This design comes from an exercise in tuning for small area, a short achievable clock period and few clock cycles per item on the open sky130 flow, not from production work. Where RTL was checked, it was by simulation tests only, not by an equivalence proof against the original. The clock input has no modelled driver; a real chip could not lean on it and would need a root buffer or a full tree. No activity file was given, so power comes from the tool's default toggle rates.

## run a
Design apb_fifo, start of the top module:
module apb_fifo (
    input  wire        clk,
    input  wire        rst,
    input  wire        psel,
    input  wire [3:0]  paddr,
    input  wire [31:0] pwdata,
    input  wire        penable,
    input  wire        pwrite,
    output wire [31:0] prdata,
    output wire        pready
);
==> flow/config.mk <==
export PLATFORM = sky130hd
export DESIGN_NAME = apb_fifo
export DESIGN_NICKNAME = apb_fifo
export VERILOG_FILES = /design/flow/design.v
export SDC_FILE = /design/flow/constraint.sdc
export NUM_CORES = 4
export LEC_CHECK = 0
export CAP_MARGIN = 20
export CORE_MARGIN = 2
export CORE_UTILIZATION = 40
export SETUP_SLACK_MARGIN = 3.0
export SLEW_MARGIN = 20
export TNS_END_PERCENT = 5
==> flow/constraint.sdc <==
create_clock -name core_clock -period 5.0 [get_ports {clk}]
set_input_delay 1.0000 -clock core_clock [delete_from_list [all_inputs] [get_ports {clk}]]
set_output_delay 1.0000 -clock core_clock [all_outputs]
set_load 0.01 [all_outputs]
standard.sh (not shown) runs the stock make flow with config.mk's settings and CLKGATE_MAP_FILE= SYNTH_SCRIPT=/design/flow/synth_recipe.tcl, a recipe that flattens the netlist after the stock synthesis.
==> flow/flow/run.sh <==
#!/bin/bash
set -euo pipefail
here=$(pwd)
export CTS_ARGS="-sink_clustering_enable -repair_clock_nets -dont_use_dummy_load -sink_clustering_size 30 -sink_clustering_max_diameter 100"
export POST_CTS_TCL="$here/flow/post_cts.tcl"
bash standard.sh > "$here/standard.log" 2>&1
==> flow/flow/post_cts.tcl <==
proc drop_clock_root {} {
  set block [ord::get_db_block]
  set clknet [$block findNet clk]
  set roots {}
  foreach it [$clknet getITerms] { lappend roots [$it getInst] }
  if {[llength $roots] != 1} { puts "drop_clock_root: [llength $roots] roots, left alone"; return }
  set root [lindex $roots 0]
  set rnet [[$root findITerm X] getNet]
  set sinks {}
  foreach it [$rnet getITerms] { if {[$it isInputSignal]} { lappend sinks $it } }
  if {[llength $sinks] > 4} { puts "drop_clock_root: root drives [llength $sinks] pins, left alone"; return }
  foreach it $sinks { $it disconnect; $it connect $clknet }
  odb::dbInst_destroy $root
  odb::dbNet_destroy $rnet
  puts "drop_clock_root: clk now drives [llength [$clknet getITerms]] pins"
}

drop_clock_root
estimate_parasitics -placement
repair_timing_helper
detailed_placement
check_placement -verbose
report_clock_latency -clock [all_clocks]
report_worst_slack -max
Here is what was changed in the inputs of run b compared with run a.
==> flow/flow/run.sh <==
#!/bin/bash
set -euo pipefail
here=$(pwd)
export CTS_ARGS="-sink_clustering_enable -repair_clock_nets -dont_use_dummy_load -sink_clustering_size 20 -sink_clustering_max_diameter 60"
export POST_CTS_TCL="$here/flow/post_cts.tcl"
bash standard.sh > "$here/standard.log" 2>&1
==> comparison <==
Run b: clock-buffer cell count about 80% above run a. Run b gives less critical-path maximum fanout than run a did. Final core utilization in run b is 3.5 points above run a. Final cell count grows by a few percent when moving from run a to run b. Run a → run b: routability congestion estimate from global placement closely matched the old numbers; flip-flop and latch count has remained practically unchanged. In run b the first-iteration DRC count turned out 28% higher than in run a. In the metrics for run a and run b, the one carrying the lower combined global-route utilization of all metal layers is run a. Run b ends up with a measured slew at the worst slew-check pin that is 0.010 ns lower than in run a. Looking at global-route wire length before repair across both flows, run b is the weaker of the two, with run a ahead. Global routing usage on met2 | run b above run a.
Function was not checked in any run of this note: the RTL went through the layout flow alone.

---

apb_fifo, a different RTL version from the one above (not shown whole).
Size in the first run: ~74 I/O pins, ~20000 um^2 of cells after synthesis.
Settings: LEC_CHECK=0, ABC_CLOCK_PERIOD_IN_PS=400, CAP_MARGIN=20, CORE_MARGIN=2, CORE_UTILIZATION=40, SETUP_SLACK_MARGIN=3.0, SLEW_MARGIN=20, TNS_END_PERCENT=5; clock period 5.0 ns.
==> flow/flow/run.sh <==
#!/bin/bash
# Standard layout (bash standard.sh, all ORFS steps), with changes to clock
# tree synthesis and the timing repair that follows it:
#  - TritonCTS builds smaller sink clusters of clkbuf_8 and no dummy loads;
set -euo pipefail
here=$(pwd)
export CTS_ARGS="-sink_clustering_enable -repair_clock_nets -dont_use_dummy_load -sink_clustering_size 16 -sink_clustering_max_diameter 50 -buf_list sky130_fd_sc_hd__clkbuf_8"
export POST_CTS_TCL="$here/flow/post_cts.tcl"
bash standard.sh > "$here/standard.log" 2>&1
==> flow/flow/post_cts.tcl <==
# Sourced by ORFS's cts.tcl after clock tree synthesis and its timing repair.

proc drop_clock_root {} {
  set block [ord::get_db_block]
  set clknet [$block findNet clk]
  set roots {}
  foreach it [$clknet getITerms] { lappend roots [$it getInst] }
  if {[llength $roots] != 1} { puts "drop_clock_root: [llength $roots] roots, left alone"; return }
  set root [lindex $roots 0]
  set rnet [[$root findITerm X] getNet]
  set sinks {}
  foreach it [$rnet getITerms] { if {[$it isInputSignal]} { lappend sinks $it } }
  if {[llength $sinks] > 4} { puts "drop_clock_root: root drives [llength $sinks] pins, left alone"; return }
  foreach it $sinks { $it disconnect; $it connect $clknet }
  odb::dbInst_destroy $root
  odb::dbNet_destroy $rnet
  puts "drop_clock_root: clk now drives [llength [$clknet getITerms]] pins"
}

# Port buffers that are delay cells become plain buffers.
proc plain_port_buffers {} {
  set buf [[ord::get_db] findMaster sky130_fd_sc_hd__buf_4]
  set n 0
  foreach inst [[ord::get_db_block] getInsts] {
    set m [[$inst getMaster] getName]
    if {[regexp {^(input|output)[0-9]+$} [$inst getName]] && [regexp {dly} $m]} {
      $inst swapMaster $buf
      incr n
    }
  }
  puts "plain_port_buffers: $n swapped"
}

drop_clock_root
set_dont_use {sky130_fd_sc_hd__dlygate* sky130_fd_sc_hd__clkdlybuf* sky130_fd_sc_hd__dlymetal*}
plain_port_buffers
detailed_placement
estimate_parasitics -placement
repair_design_helper
repair_timing -setup_margin $::env(SETUP_SLACK_MARGIN) -repair_tns 100 -verbose
detailed_placement
check_placement -verbose
estimate_parasitics -placement
report_clock_latency -clock [all_clocks]
report_worst_slack -max
Testbench counts at the start, summed over its fixed seeds: cycles 6,400, transfers 3,200.
Then changed:
==> flow/run.sh (new file) <==
#!/bin/bash
# synth_recipe.tcl (not shown) runs the flow's synth.tcl, then flattens the netlist and writes it again
# the make line also repeats each setting of config.mk as NAME=value (left out here)
make -C /OpenROAD-flow-scripts/flow DESIGN_CONFIG=/design/flow/config.mk WORK_HOME=/design/flow/orfs CLKGATE_MAP_FILE= SYNTH_SCRIPT=/design/flow/synth_recipe.tcl finish
--- a/flow/config.mk
+++ b/flow/config.mk
@@ -7,7 +7,8 @@
 export LEC_CHECK = 0
-export ABC_CLOCK_PERIOD_IN_PS = 400
 export CAP_MARGIN = 20
 export CORE_MARGIN = 2
-export CORE_UTILIZATION = 40
-export SETUP_SLACK_MARGIN = 3.0
+export CORE_UTILIZATION = 60
+export CTS_BUF_LIST = sky130_fd_sc_hd__clkbuf_8
+export CTS_CLUSTER_SIZE = 20
+export SETUP_SLACK_MARGIN = 3.3
 export SLEW_MARGIN = 20
removed: flow/flow/run.sh
removed: flow/flow/post_cts.tcl
removed: flow/standard.sh
What happened:
- power goes up by 19%
- die area went down by 33%
- worst setup slack improved by 0.014 ns
- synthesized area is unchanged
- via count rises by 3.5%
- count of clock-buffer cells in the layout came out higher by 56
Then changed:
==> flow/flow/run.sh (new file) <==
#!/bin/bash
# Standard layout (bash standard.sh, all ORFS steps), with changes to clock
# tree synthesis and the timing repair that follows it:
#  - TritonCTS builds smaller sink clusters of clkbuf_8 and no dummy loads;
set -euo pipefail
here=$(pwd)
export CTS_ARGS="-sink_clustering_enable -repair_clock_nets -dont_use_dummy_load -sink_clustering_size 16 -sink_clustering_max_diameter 50 -buf_list sky130_fd_sc_hd__clkbuf_8"
export POST_CTS_TCL="$here/flow/post_cts.tcl"
bash standard.sh > "$here/standard.log" 2>&1
==> flow/flow/post_cts.tcl (new file) <==
# Sourced by ORFS's cts.tcl after clock tree synthesis and its timing repair.

proc drop_clock_root {} {
  set block [ord::get_db_block]
  set clknet [$block findNet clk]
  set roots {}
  foreach it [$clknet getITerms] { lappend roots [$it getInst] }
  if {[llength $roots] != 1} { puts "drop_clock_root: [llength $roots] roots, left alone"; return }
  set root [lindex $roots 0]
  set rnet [[$root findITerm X] getNet]
  set sinks {}
  foreach it [$rnet getITerms] { if {[$it isInputSignal]} { lappend sinks $it } }
  if {[llength $sinks] > 4} { puts "drop_clock_root: root drives [llength $sinks] pins, left alone"; return }
  foreach it $sinks { $it disconnect; $it connect $clknet }
  odb::dbInst_destroy $root
  odb::dbNet_destroy $rnet
  puts "drop_clock_root: clk now drives [llength [$clknet getITerms]] pins"
}

# Port buffers that are delay cells become plain buffers.
proc plain_port_buffers {} {
  set buf [[ord::get_db] findMaster sky130_fd_sc_hd__buf_4]
  set n 0
  foreach inst [[ord::get_db_block] getInsts] {
    set m [[$inst getMaster] getName]
    if {[regexp {^(input|output)[0-9]+$} [$inst getName]] && [regexp {dly} $m]} {
      $inst swapMaster $buf
      incr n
    }
  }
  puts "plain_port_buffers: $n swapped"
}

drop_clock_root
set_dont_use {sky130_fd_sc_hd__dlygate* sky130_fd_sc_hd__clkdlybuf* sky130_fd_sc_hd__dlymetal*}
plain_port_buffers
detailed_placement
estimate_parasitics -placement
repair_design_helper
repair_timing -setup_margin $::env(SETUP_SLACK_MARGIN) -repair_tns 100 -verbose
detailed_placement
check_placement -verbose
estimate_parasitics -placement
report_clock_latency -clock [all_clocks]
report_worst_slack -max
==> flow/standard.sh (new file) <==
#!/bin/bash
# synth_recipe.tcl (not shown) runs the flow's synth.tcl, then flattens the netlist and writes it again
# the make line also repeats each setting of config.mk as NAME=value (left out here)
make -C /OpenROAD-flow-scripts/flow DESIGN_CONFIG=/design/flow/config.mk WORK_HOME=/design/flow/orfs CLKGATE_MAP_FILE= SYNTH_SCRIPT=/design/flow/synth_recipe.tcl "${@:-finish}"
--- a/flow/config.mk
+++ b/flow/config.mk
@@ -9,7 +9,5 @@
 export CORE_MARGIN = 2
-export CORE_UTILIZATION = 60
-export CTS_BUF_LIST = sky130_fd_sc_hd__clkbuf_8
-export CTS_CLUSTER_SIZE = 20
-export SETUP_SLACK_MARGIN = 3.3
+export CORE_UTILIZATION = 40
+export SETUP_SLACK_MARGIN = 3.0
 export SLEW_MARGIN = 20
-export TNS_END_PERCENT = 5
+export TNS_END_PERCENT = 100
removed: flow/run.sh
Setup slack loses 0.0066 ns.
Synthesized cell count does not change.
Die area is higher by 49%.
Flip-flop and latch count stays the same.
Cell area is lower by 1.7%.
Maximum frequency is lower by 0.31%.
Then changed:
--- a/flow/flow/run.sh
+++ b/flow/flow/run.sh
@@ -7,2 +7,3 @@
 export CTS_ARGS="-sink_clustering_enable -repair_clock_nets -dont_use_dummy_load -sink_clustering_size 16 -sink_clustering_max_diameter 50 -buf_list sky130_fd_sc_hd__clkbuf_8"
+export FLOW_REPAIR_STEPS="${FLOW_REPAIR_STEPS:-2.6 2.8 3.0 3.2}"
 export POST_CTS_TCL="$here/flow/post_cts.tcl"
--- a/flow/flow/post_cts.tcl
+++ b/flow/flow/post_cts.tcl
@@ -19,9 +19,9 @@
 
-# Port buffers that are delay cells become plain buffers.
+# Port buffers become plain buffers of the smallest useful size; timing
+# repair then sizes up those on critical paths.
 proc plain_port_buffers {} {
-  set buf [[ord::get_db] findMaster sky130_fd_sc_hd__buf_4]
+  set buf [[ord::get_db] findMaster sky130_fd_sc_hd__buf_2]
   set n 0
   foreach inst [[ord::get_db_block] getInsts] {
-    set m [[$inst getMaster] getName]
-    if {[regexp {^(input|output)[0-9]+$} [$inst getName]] && [regexp {dly} $m]} {
+    if {[regexp {^(input|output)[0-9]+$} [$inst getName]]} {
       $inst swapMaster $buf
@@ -39,3 +39,7 @@
 repair_design_helper
-repair_timing -setup_margin $::env(SETUP_SLACK_MARGIN) -repair_tns 100 -verbose
+# Repair in steps of growing margin: one pass at the full margin gets stuck
+# on paths that the smaller margins fix first.
+foreach margin $::env(FLOW_REPAIR_STEPS) {
+  repair_timing -setup_margin $margin -repair_tns 100 -verbose
+}
 detailed_placement
--- a/flow/config.mk
+++ b/flow/config.mk
@@ -7,7 +7,7 @@
 export LEC_CHECK = 0
-export CAP_MARGIN = 20
+export CAP_MARGIN = 0
 export CORE_MARGIN = 2
-export CORE_UTILIZATION = 40
+export CORE_UTILIZATION = 55
 export SETUP_SLACK_MARGIN = 3.0
-export SLEW_MARGIN = 20
-export TNS_END_PERCENT = 100
+export SLEW_MARGIN = 0
+export TNS_END_PERCENT = 5
The changed run completed without violations; synthesized cell count stays the same; setup slack got worse by 0.013 ns; total power fell by 0.98%; sequential power is about the same; final cell count fell by 8.9%; wire length rose by 4.2%; sequential share of layout area rose by 0.99 points.
Then changed:
--- a/flow/flow/run.sh
+++ b/flow/flow/run.sh
@@ -7,3 +7,2 @@
 export CTS_ARGS="-sink_clustering_enable -repair_clock_nets -dont_use_dummy_load -sink_clustering_size 16 -sink_clustering_max_diameter 50 -buf_list sky130_fd_sc_hd__clkbuf_8"
-export FLOW_REPAIR_STEPS="${FLOW_REPAIR_STEPS:-2.6 2.8 3.0 3.2}"
 export POST_CTS_TCL="$here/flow/post_cts.tcl"
--- a/flow/flow/post_cts.tcl
+++ b/flow/flow/post_cts.tcl
@@ -19,9 +19,9 @@
 
-# Port buffers become plain buffers of the smallest useful size; timing
-# repair then sizes up those on critical paths.
+# Port buffers that are delay cells become plain buffers.
 proc plain_port_buffers {} {
-  set buf [[ord::get_db] findMaster sky130_fd_sc_hd__buf_2]
+  set buf [[ord::get_db] findMaster sky130_fd_sc_hd__buf_4]
   set n 0
   foreach inst [[ord::get_db_block] getInsts] {
-    if {[regexp {^(input|output)[0-9]+$} [$inst getName]]} {
+    set m [[$inst getMaster] getName]
+    if {[regexp {^(input|output)[0-9]+$} [$inst getName]] && [regexp {dly} $m]} {
       $inst swapMaster $buf
@@ -39,7 +39,3 @@
 repair_design_helper
-# Repair in steps of growing margin: one pass at the full margin gets stuck
-# on paths that the smaller margins fix first.
-foreach margin $::env(FLOW_REPAIR_STEPS) {
-  repair_timing -setup_margin $margin -repair_tns 100 -verbose
-}
+repair_timing -setup_margin $::env(SETUP_SLACK_MARGIN) -repair_tns 100 -verbose
 detailed_placement
--- a/flow/config.mk
+++ b/flow/config.mk
@@ -7,7 +7,8 @@
 export LEC_CHECK = 0
-export CAP_MARGIN = 0
+export ABC_CLOCK_PERIOD_IN_PS = 1000
+export CAP_MARGIN = 20
 export CORE_MARGIN = 2
-export CORE_UTILIZATION = 55
+export CORE_UTILIZATION = 40
 export SETUP_SLACK_MARGIN = 3.0
-export SLEW_MARGIN = 0
+export SLEW_MARGIN = 20
 export TNS_END_PERCENT = 5
Result: The changed run went through all stages and came out clean. Setup slack gets better by 0.0056 ns. Total power drops slightly. Synthesized area is unchanged. Critical path depth drops by 1. Routed wire length drops by a few percent. Maximum frequency is about the same. Global-route usage drops by 9.6 points. Die area climbs by well over a third. Clock-buffer cell count drops by 1. Worst hold slack hardly moves.

---

== ember ==
Another version of the RTL of apb_fifo (not shown whole).
For scale: ~1,100 cells after synthesis, roughly 570 flip-flops, about 74 I/O pins, about 22,000 um2 of cells after synthesis.
clock: 5.0 ns
lec_check: 0
cap_margin: 20
core_margin: 2
core_utilization: 60
setup_slack_margin: 3.1
slew_margin: 20
synth_hierarchical: 1
synth_minimum_keep_size: 0
tns_end_percent: 100
==> flow/flow/run.sh <==
#!/bin/bash
# Standard layout (bash standard.sh, all ORFS steps), with changes to clock
# tree synthesis and the timing repair that follows it:
#  - TritonCTS builds smaller sink clusters of clkbuf_8 and no dummy loads;
set -euo pipefail
here=$(pwd)
export CTS_ARGS="-sink_clustering_enable -repair_clock_nets -dont_use_dummy_load -sink_clustering_size 16 -sink_clustering_max_diameter 50 -buf_list sky130_fd_sc_hd__clkbuf_8"
# ORFS's own repair after CTS is skipped: post_cts.tcl repairs in steps instead.
export SKIP_CTS_REPAIR_TIMING=1
export FLOW_REPAIR_STEPS="${FLOW_REPAIR_STEPS:-2.5 2.6 2.7 2.8 2.85 2.9 2.95 3.0 3.05 3.1 3.15 3.2}"
export FLOW_FALLBACK_STEPS="2.5 2.6 2.7 2.8 2.9"
export FLOW_DOWNSIZE="${FLOW_DOWNSIZE-^a22oi$}"
export POST_CTS_TCL="$here/flow/post_cts.tcl"
bash standard.sh > "$here/standard.log" 2>&1
==> flow/flow/post_cts.tcl <==
# Sourced by ORFS's cts.tcl after clock tree synthesis.
source [file join [file dirname [info script]] procs.tcl]

drop_clock_root
set_dont_use {sky130_fd_sc_hd__dlygate* sky130_fd_sc_hd__clkdlybuf* sky130_fd_sc_hd__dlymetal*}
plain_port_buffers
detailed_placement
estimate_parasitics -placement
repair_design_helper
if {$::env(FLOW_DOWNSIZE) ne ""} {
  downsize_all $::env(FLOW_DOWNSIZE)
  detailed_placement
  estimate_parasitics -placement
  repair_design_helper
}
set dir $::env(RESULTS_DIR)
write_db $dir/my_probe.odb
write_sdc $dir/my_probe.sdc
set ::env(FLOW_PROBE_DB) $dir/my_probe.odb
set ::env(FLOW_PROBE_SDC) $dir/my_probe.sdc
set ::env(FLOW_PROBE_PROCS) [file join [file dirname [info script]] procs.tcl]
set probe_log $::env(LOG_DIR)/4_1_cts_probe.log
if {[info exists ::env(OPENROAD_EXE)]} { set exe $::env(OPENROAD_EXE) } else { set exe [info nameofexecutable] }
if {![info exists ::env(FLOW_PERIOD_NS)]} { set ::env(FLOW_PERIOD_NS) 5.0 }
if {[catch {exec $exe -no_init -exit [file join [file dirname [info script]] probe.tcl] > $probe_log 2>@1} err]} {
  puts "probe failed: $err"
}
set best_cost 1e30
set steps {}
set upto {}
foreach line [split [read [set f [open $probe_log]]] "\n"] {
  if {[regexp {^PROBE (\S+) (\S+)} $line -> margin cost]} {
    lappend steps $margin
    if {$cost < $best_cost} { set best_cost $cost; set upto $steps }
  }
}
close $f
if {$upto eq {}} { set upto $::env(FLOW_FALLBACK_STEPS) }
file delete $dir/my_probe.odb $dir/my_probe.sdc

foreach margin $upto {
  repair_timing -setup_margin $margin -repair_tns 100 -verbose
}
# Give back area on paths well away from the worst slack.
estimate_parasitics -placement
greedy_downsize2
detailed_placement
check_placement -verbose
estimate_parasitics -placement
report_clock_latency -clock [all_clocks]
report_worst_slack -max
==> flow/flow/procs.tcl <==
# Procedures for post_cts.tcl and probe.tcl.

proc drop_clock_root {} {
  set block [ord::get_db_block]
  set clknet [$block findNet clk]
  set roots {}
  foreach it [$clknet getITerms] { lappend roots [$it getInst] }
  if {[llength $roots] != 1} { puts "drop_clock_root: [llength $roots] roots, left alone"; return }
  set root [lindex $roots 0]
  set rnet [[$root findITerm X] getNet]
  set sinks {}
  foreach it [$rnet getITerms] { if {[$it isInputSignal]} { lappend sinks $it } }
  if {[llength $sinks] > 4} { puts "drop_clock_root: root drives [llength $sinks] pins, left alone"; return }
  foreach it $sinks { $it disconnect; $it connect $clknet }
  odb::dbInst_destroy $root
  odb::dbNet_destroy $rnet
  puts "drop_clock_root: clk now drives [llength [$clknet getITerms]] pins"
}

# Port buffers become plain buffers: buf_4 for the address and penable,
# whose paths are the critical ones, buf_2 for the other ports. Timing
# repair then sizes up those that need it.
proc plain_port_buffers {} {
  set db [ord::get_db]
  set big [$db findMaster sky130_fd_sc_hd__buf_4]
  set small [$db findMaster sky130_fd_sc_hd__buf_2]
  set n 0
  foreach inst [[ord::get_db_block] getInsts] {
    if {![regexp {^(input|output)[0-9]+$} [$inst getName]]} { continue }
    set port ""
    foreach it [$inst getITerms] {
      set net [$it getNet]
      if {$net ne "NULL" && [llength [$net getBTerms]] > 0} { set port [[lindex [$net getBTerms] 0] getName] }
    }
    if {[regexp {^(paddr|penable)} $port]} { set m $big } else { set m $small }
    if {[[$inst getMaster] getName] ne [$m getName]} { $inst swapMaster $m; incr n }
  }
  puts "plain_port_buffers: $n swapped"
}

# Every logic cell whose kind (base name) matches the pattern goes to the
# smallest drive strength of that kind; timing repair then sizes up what
# needs it.
proc downsize_all {{pattern .}} {
  set db [ord::get_db]
  set n 0
  set a0 0; set a1 0
  foreach inst [[ord::get_db_block] getInsts] {
    set m [$inst getMaster]
    set name [$m getName]
    if {![regexp {^(sky130_fd_sc_hd__[a-z0-9]+)_([0-9]+)$} $name -> base drive]} { continue }
    if {[regexp {clkbuf|clkinv|dly|tap|fill|decap|conb|diode} $base]} { continue }
    if {![regexp $pattern [regsub {^sky130_fd_sc_hd__} $base {}]]} { continue }
    if {[regexp {^(input|output)[0-9]+$} [$inst getName]]} { continue }
    if {[$inst isFixed]} { continue }
    set best $m
    foreach d {0 1 2} {
      set c [$db findMaster ${base}_$d]
      if {$c ne "NULL" && [$c getWidth] < [$best getWidth]} { set best $c }
    }
    if {$best ne $m} {
      set a0 [expr {$a0 + [$m getWidth]}]; set a1 [expr {$a1 + [$best getWidth]}]
      $inst swapMaster $best
      incr n
    }
  }
  puts "downsize_all: $n cells, width [expr {$a0/1000.0}] -> [expr {$a1/1000.0}] um"
}

# Standard-cell area without tap cells, in um^2.
proc cell_area {} {
  set a 0
  foreach inst [[ord::get_db_block] getInsts] {
    set m [$inst getMaster]
    if {[string match *tapvpwrvgnd* [$m getName]]} { continue }
    set a [expr {$a + [$m getWidth] * [$m getHeight] / 1e6}]
  }
  return $a
}

# Take logic cells down one drive strength at a time where timing has room:
# a change is kept only if the slack through the cell stays at least guard
# above the worst slack, and the worst slack itself does not move.
proc cell_slack {inst} {
  set s 1e30
  foreach it [$inst getITerms] {
    if {![$it isOutputSignal]} { continue }
    set p [get_pins -quiet [$inst getName]/[[$it getMTerm] getName]]
    if {$p eq ""} { continue }
    set v [get_property $p slack_max]
    if {$v ne "" && $v < $s} { set s $v }
  }
  return $s
}
proc greedy_downsize2 {{guard 0.15} {tol 0.001}} {
  set db [ord::get_db]
  set ws0 [worst_slack -max]
  set n 0
  set saved 0
  foreach inst [[ord::get_db_block] getInsts] {
    set m [$inst getMaster]
    set name [$m getName]
    if {![regexp {^(sky130_fd_sc_hd__[a-z0-9]+)_([0-9]+)$} $name -> base drive]} { continue }
    if {[regexp {clkbuf|clkinv|dly|tap|fill|decap|conb|diode|df|edf} $base]} { continue }
    if {[cell_slack $inst] < $ws0 + $guard} { continue }
    set cands {}
    foreach d {8 6 4 3 2 1 0} {
      if {$d >= $drive} { continue }
      set c [$db findMaster ${base}_$d]
      if {$c ne "NULL" && [$c getWidth] < [$m getWidth]} { lappend cands $c }
    }
    set cur $m
    set sta_inst [sta::find_instance [$inst getName]]
    foreach c $cands {
      replace_cell $sta_inst [sta::find_liberty_cell [$c getName]]
      estimate_parasitics -placement
      if {[worst_slack -max] < $ws0 - $tol || [cell_slack $inst] < $ws0 + $guard} {
        replace_cell $sta_inst [sta::find_liberty_cell [$cur getName]]
        estimate_parasitics -placement
        break
      }
      set saved [expr {$saved + ([$cur getWidth] - [$c getWidth]) * [$cur getHeight] / 1e6}]
      set cur $c
      incr n
    }
  }
  puts "greedy_downsize2: $n steps, [format %.1f $saved] um2 saved, worst slack $ws0 -> [worst_slack -max]"
}
Other scripts of this flow, unchanged in this note and not shown: flow/flow/probe.tcl
ember: all stages complete, timing, DRC and antenna checks passed
Testbench counts of ember, summed over its fixed seeds: cycles 6,400, transfers 3,200.
Modified inputs, willow compared to ember
-- flow/flow/post_cts.tcl --
<<< ember, line 44
# Give back area on paths well away from the worst slack.
estimate_parasitics -placement
greedy_downsize2
>>> willow, line 44
-- flow/flow/procs.tcl --
<<< ember, line 81
# Take logic cells down one drive strength at a time where timing has room:
# a change is kept only if the slack through the cell stays at least guard
# above the worst slack, and the worst slack itself does not move.
proc cell_slack {inst} {
  set s 1e30
  foreach it [$inst getITerms] {
    if {![$it isOutputSignal]} { continue }
    set p [get_pins -quiet [$inst getName]/[[$it getMTerm] getName]]
    if {$p eq ""} { continue }
    set v [get_property $p slack_max]
    if {$v ne "" && $v < $s} { set s $v }
  }
  return $s
}
proc greedy_downsize2 {{guard 0.15} {tol 0.001}} {
  set db [ord::get_db]
  set ws0 [worst_slack -max]
  set n 0
  set saved 0
  foreach inst [[ord::get_db_block] getInsts] {
    set m [$inst getMaster]
    set name [$m getName]
    if {![regexp {^(sky130_fd_sc_hd__[a-z0-9]+)_([0-9]+)$} $name -> base drive]} { continue }
    if {[regexp {clkbuf|clkinv|dly|tap|fill|decap|conb|diode|df|edf} $base]} { continue }
    if {[cell_slack $inst] < $ws0 + $guard} { continue }
    set cands {}
    foreach d {8 6 4 3 2 1 0} {
      if {$d >= $drive} { continue }
      set c [$db findMaster ${base}_$d]
      if {$c ne "NULL" && [$c getWidth] < [$m getWidth]} { lappend cands $c }
    }
    set cur $m
    set sta_inst [sta::find_instance [$inst getName]]
    foreach c $cands {
      replace_cell $sta_inst [sta::find_liberty_cell [$c getName]]
      estimate_parasitics -placement
      if {[worst_slack -max] < $ws0 - $tol || [cell_slack $inst] < $ws0 + $guard} {
        replace_cell $sta_inst [sta::find_liberty_cell [$cur getName]]
        estimate_parasitics -placement
        break
      }
      set saved [expr {$saved + ([$cur getWidth] - [$c getWidth]) * [$cur getHeight] / 1e6}]
      set cur $c
      incr n
    }
  }
  puts "greedy_downsize2: $n steps, [format %.1f $saved] um2 saved, worst slack $ws0 -> [worst_slack -max]"
}
>>> willow, line 81
-- flow/config.mk --
<<< ember, line 10
export CORE_UTILIZATION = 60
>>> willow, line 10
export CORE_UTILIZATION = 45
==> comparison <==
Reported for willow and ember, I/O pin count turned out identical to the last digit.
The global routing usage summed across all routing layers in willow was lower than what ember gave.
Global-route wire length before repair: willow worse than ember
Relative to ember, average vias per placed instance decreased by about 9% in willow.
Of willow and ember, it is willow that has the lower sequential share of layout area.
Re switching power share of the total: willow and ember aren't equal, and the lower value belongs to ember.
Looking at worst slack after detailed placement, willow sits 0.065 ns below ember.
Cmp willow vs ember: clock skew higher in willow
Of willow and ember, the run reporting the higher setup slack was ember.
Going from ember to willow, clock buffer instance count of the final layout now larger; final RePlAce weighted congestion now larger.
#### Input delta (harbor over willow)
-- flow/config.mk --
<<< willow, line 10
export CORE_UTILIZATION = 45
>>> harbor, line 10
export CORE_UTILIZATION = 75
Findings:
harbor vs. willow: number of non-clock buffers in the layout up about 2.5%, power share of the clock group shows a reduction of 2.0 points, worst stage delay on the critical path climbed 0.05 ns.
Diff willow and harbor: shortest period the worst path allows lower in willow
willow reports its start point of the critical path as rdq[21] while harbor reports pwrite.
### harbor -> sierra
-- flow/flow/post_cts.tcl --
<<< harbor, line 44
>>> sierra, line 44
# Give back area on paths well away from the worst slack.
estimate_parasitics -placement
greedy_downsize2
-- flow/flow/procs.tcl --
<<< harbor, line 81
>>> sierra, line 81
# Take logic cells down one drive strength at a time where timing has room:
# a change is kept only if the slack through the cell stays at least guard
# above the worst slack, and the worst slack itself does not move.
proc cell_slack {inst} {
  set s 1e30
  foreach it [$inst getITerms] {
    if {![$it isOutputSignal]} { continue }
    set p [get_pins -quiet [$inst getName]/[[$it getMTerm] getName]]
    if {$p eq ""} { continue }
    set v [get_property $p slack_max]
    if {$v ne "" && $v < $s} { set s $v }
  }
  return $s
}
proc greedy_downsize2 {{guard 0.15} {tol 0.001}} {
  set db [ord::get_db]
  set ws0 [worst_slack -max]
  set n 0
  set saved 0
  foreach inst [[ord::get_db_block] getInsts] {
    set m [$inst getMaster]
    set name [$m getName]
    if {![regexp {^(sky130_fd_sc_hd__[a-z0-9]+)_([0-9]+)$} $name -> base drive]} { continue }
    if {[regexp {clkbuf|clkinv|dly|tap|fill|decap|conb|diode|df|edf} $base]} { continue }
    if {[cell_slack $inst] < $ws0 + $guard} { continue }
    set cands {}
    foreach d {8 6 4 3 2 1 0} {
      if {$d >= $drive} { continue }
      set c [$db findMaster ${base}_$d]
      if {$c ne "NULL" && [$c getWidth] < [$m getWidth]} { lappend cands $c }
    }
    set cur $m
    set sta_inst [sta::find_instance [$inst getName]]
    foreach c $cands {
      replace_cell $sta_inst [sta::find_liberty_cell [$c getName]]
      estimate_parasitics -placement
      if {[worst_slack -max] < $ws0 - $tol || [cell_slack $inst] < $ws0 + $guard} {
        replace_cell $sta_inst [sta::find_liberty_cell [$cur getName]]
        estimate_parasitics -placement
        break
      }
      set saved [expr {$saved + ([$cur getWidth] - [$c getWidth]) * [$cur getHeight] / 1e6}]
      set cur $c
      incr n
    }
  }
  puts "greedy_downsize2: $n steps, [format %.1f $saved] um2 saved, worst slack $ws0 -> [worst_slack -max]"
}
-- flow/config.mk --
<<< harbor, line 10
export CORE_UTILIZATION = 75
export SETUP_SLACK_MARGIN = 3.1
>>> sierra, line 10
export CORE_UTILIZATION = 65
export SETUP_SLACK_MARGIN = 3.15
--- outcome ---
- Share of power burned in combinational logic, harbor and sierra, lower one = sierra.
- The final worst slack in sierra sits 0.044 ns above the value recorded for harbor.
- sierra vs. harbor: wire length increased 0.67%; cell area went up by about 0.4%.
- Changes observed in sierra relative to harbor: sequential share of layout area shows a reduction of 0.23 points; routed length per instance shows a reduction of 0.89 um; total power consumption of the routed design shows an increase of 1.1%.
Setup changes, sierra to nickel
-- flow/flow/run.sh --
<<< sierra, line 12
export FLOW_DOWNSIZE="${FLOW_DOWNSIZE-^a22oi$}"
>>> nickel, line 12
export FLOW_DOWNSIZE="${FLOW_DOWNSIZE:-1}"
-- flow/flow/post_cts.tcl --
<<< sierra, line 10
if {$::env(FLOW_DOWNSIZE) ne ""} {
  downsize_all $::env(FLOW_DOWNSIZE)
>>> nickel, line 10
if {$::env(FLOW_DOWNSIZE)} {
  downsize_all
<<< sierra, line 44
# Give back area on paths well away from the worst slack.
estimate_parasitics -placement
greedy_downsize2
>>> nickel, line 44
-- flow/flow/procs.tcl --
<<< sierra, line 41
# Every logic cell whose kind (base name) matches the pattern goes to the
# smallest drive strength of that kind; timing repair then sizes up what
# needs it.
proc downsize_all {{pattern .}} {
>>> nickel, line 41
# Every logic cell goes to the smallest drive strength of its kind (same
# function, same base name); timing repair then sizes up what needs it.
proc downsize_all {} {
<<< sierra, line 53
    if {![regexp $pattern [regsub {^sky130_fd_sc_hd__} $base {}]]} { continue }
>>> nickel, line 52
<<< sierra, line 81
# Take logic cells down one drive strength at a time where timing has room:
# a change is kept only if the slack through the cell stays at least guard
# above the worst slack, and the worst slack itself does not move.
proc cell_slack {inst} {
  set s 1e30
  foreach it [$inst getITerms] {
    if {![$it isOutputSignal]} { continue }
    set p [get_pins -quiet [$inst getName]/[[$it getMTerm] getName]]
    if {$p eq ""} { continue }
    set v [get_property $p slack_max]
    if {$v ne "" && $v < $s} { set s $v }
  }
  return $s
}
proc greedy_downsize2 {{guard 0.15} {tol 0.001}} {
  set db [ord::get_db]
  set ws0 [worst_slack -max]
  set n 0
  set saved 0
  foreach inst [[ord::get_db_block] getInsts] {
    set m [$inst getMaster]
    set name [$m getName]
    if {![regexp {^(sky130_fd_sc_hd__[a-z0-9]+)_([0-9]+)$} $name -> base drive]} { continue }
    if {[regexp {clkbuf|clkinv|dly|tap|fill|decap|conb|diode|df|edf} $base]} { continue }
    if {[cell_slack $inst] < $ws0 + $guard} { continue }
    set cands {}
    foreach d {8 6 4 3 2 1 0} {
      if {$d >= $drive} { continue }
      set c [$db findMaster ${base}_$d]
      if {$c ne "NULL" && [$c getWidth] < [$m getWidth]} { lappend cands $c }
    }
    set cur $m
    set sta_inst [sta::find_instance [$inst getName]]
    foreach c $cands {
      replace_cell $sta_inst [sta::find_liberty_cell [$c getName]]
      estimate_parasitics -placement
      if {[worst_slack -max] < $ws0 - $tol || [cell_slack $inst] < $ws0 + $guard} {
        replace_cell $sta_inst [sta::find_liberty_cell [$cur getName]]
        estimate_parasitics -placement
        break
      }
      set saved [expr {$saved + ([$cur getWidth] - [$c getWidth]) * [$cur getHeight] / 1e6}]
      set cur $c
      incr n
    }
  }
  puts "greedy_downsize2: $n steps, [format %.1f $saved] um2 saved, worst slack $ws0 -> [worst_slack -max]"
}
>>> nickel, line 79
-- flow/config.mk --
<<< sierra, line 10
export CORE_UTILIZATION = 65
export SETUP_SLACK_MARGIN = 3.15
>>> nickel, line 10
export CORE_UTILIZATION = 55
export SETUP_SLACK_MARGIN = 3.1
==> comparison <==
- nickel vs. sierra: fmax went down by 7.7 MHz, total via count after detailed routing down 3.1%.
- Relative to sierra, global-route usage over all layers has decreased by 3.1 points in nickel.
- nickel vs sierra: critical path buffer and inverter count down in nickel
- Comparing nickel and sierra, core utilization is lower on nickel.

## separate check: timing with driven ports
The flow's constraints put no driver on any port. The routed layouts listed below were extracted and timed again, unchanged, in two steps.
Step 1 assumes that a clkbuf_16 drives the clock port and a buf_2 every other input.
Step 2 adds t to the input delays and takes it off the output delays; t is the mean of the earliest and latest rising clock arrival at the registers after step 1. Input paths then give back, and output paths get back, about the clock's delay inside the block.
Slacks: ideal ports / drivers / drivers and shift; pairs: ideal ports / drivers.
run	shift t [ns]	slack for setup (ns)	latest minus earliest clock arrival (ns)	worst slew at a driven data input, ns	pins driven straight from the clock port
run a	0.506	2.776 / 2.818 / 2.312	0.029 / 0.029	0.07	2
run b	0.489	2.933 / 2.892 / 2.403	0.058 / 0.057	0.22	4
the first run of note 2	0.490	2.862 / 2.922 / 2.432	0.065 / 0.065	0.09	4
the second run of note 2	0.654	2.876 / 2.825 / 2.406	0.036 / 0.036	0.09	1
the third run of note 2	0.521	2.869 / 2.912 / 2.391	0.102 / 0.102	0.10	4
the fourth run of note 2	0.492	2.856 / 2.900 / 2.408	0.050 / 0.050	0.11	4
the fifth run of note 2	0.490	2.862 / 2.922 / 2.432	0.065 / 0.065	0.09	4
ember	0.492	3.085 / 2.989 / 2.619	0.060 / 0.061	0.07	4
willow	0.518	3.074 / 2.969 / 2.592	0.073 / 0.073	0.10	4
harbor	0.456	3.059 / 3.048 / 2.611	0.045 / 0.044	0.11	4
sierra	0.481	3.103 / 3.028 / 2.610	0.060 / 0.061	0.16	4
nickel	0.508	3.074 / 2.991 / 2.592	0.067 / 0.067	0.09	4
After both steps setup and hold are still met in every run listed. The setup slack of run b, which loses most, moves by -0.041 ns with the drivers and by -0.530 ns with both steps.
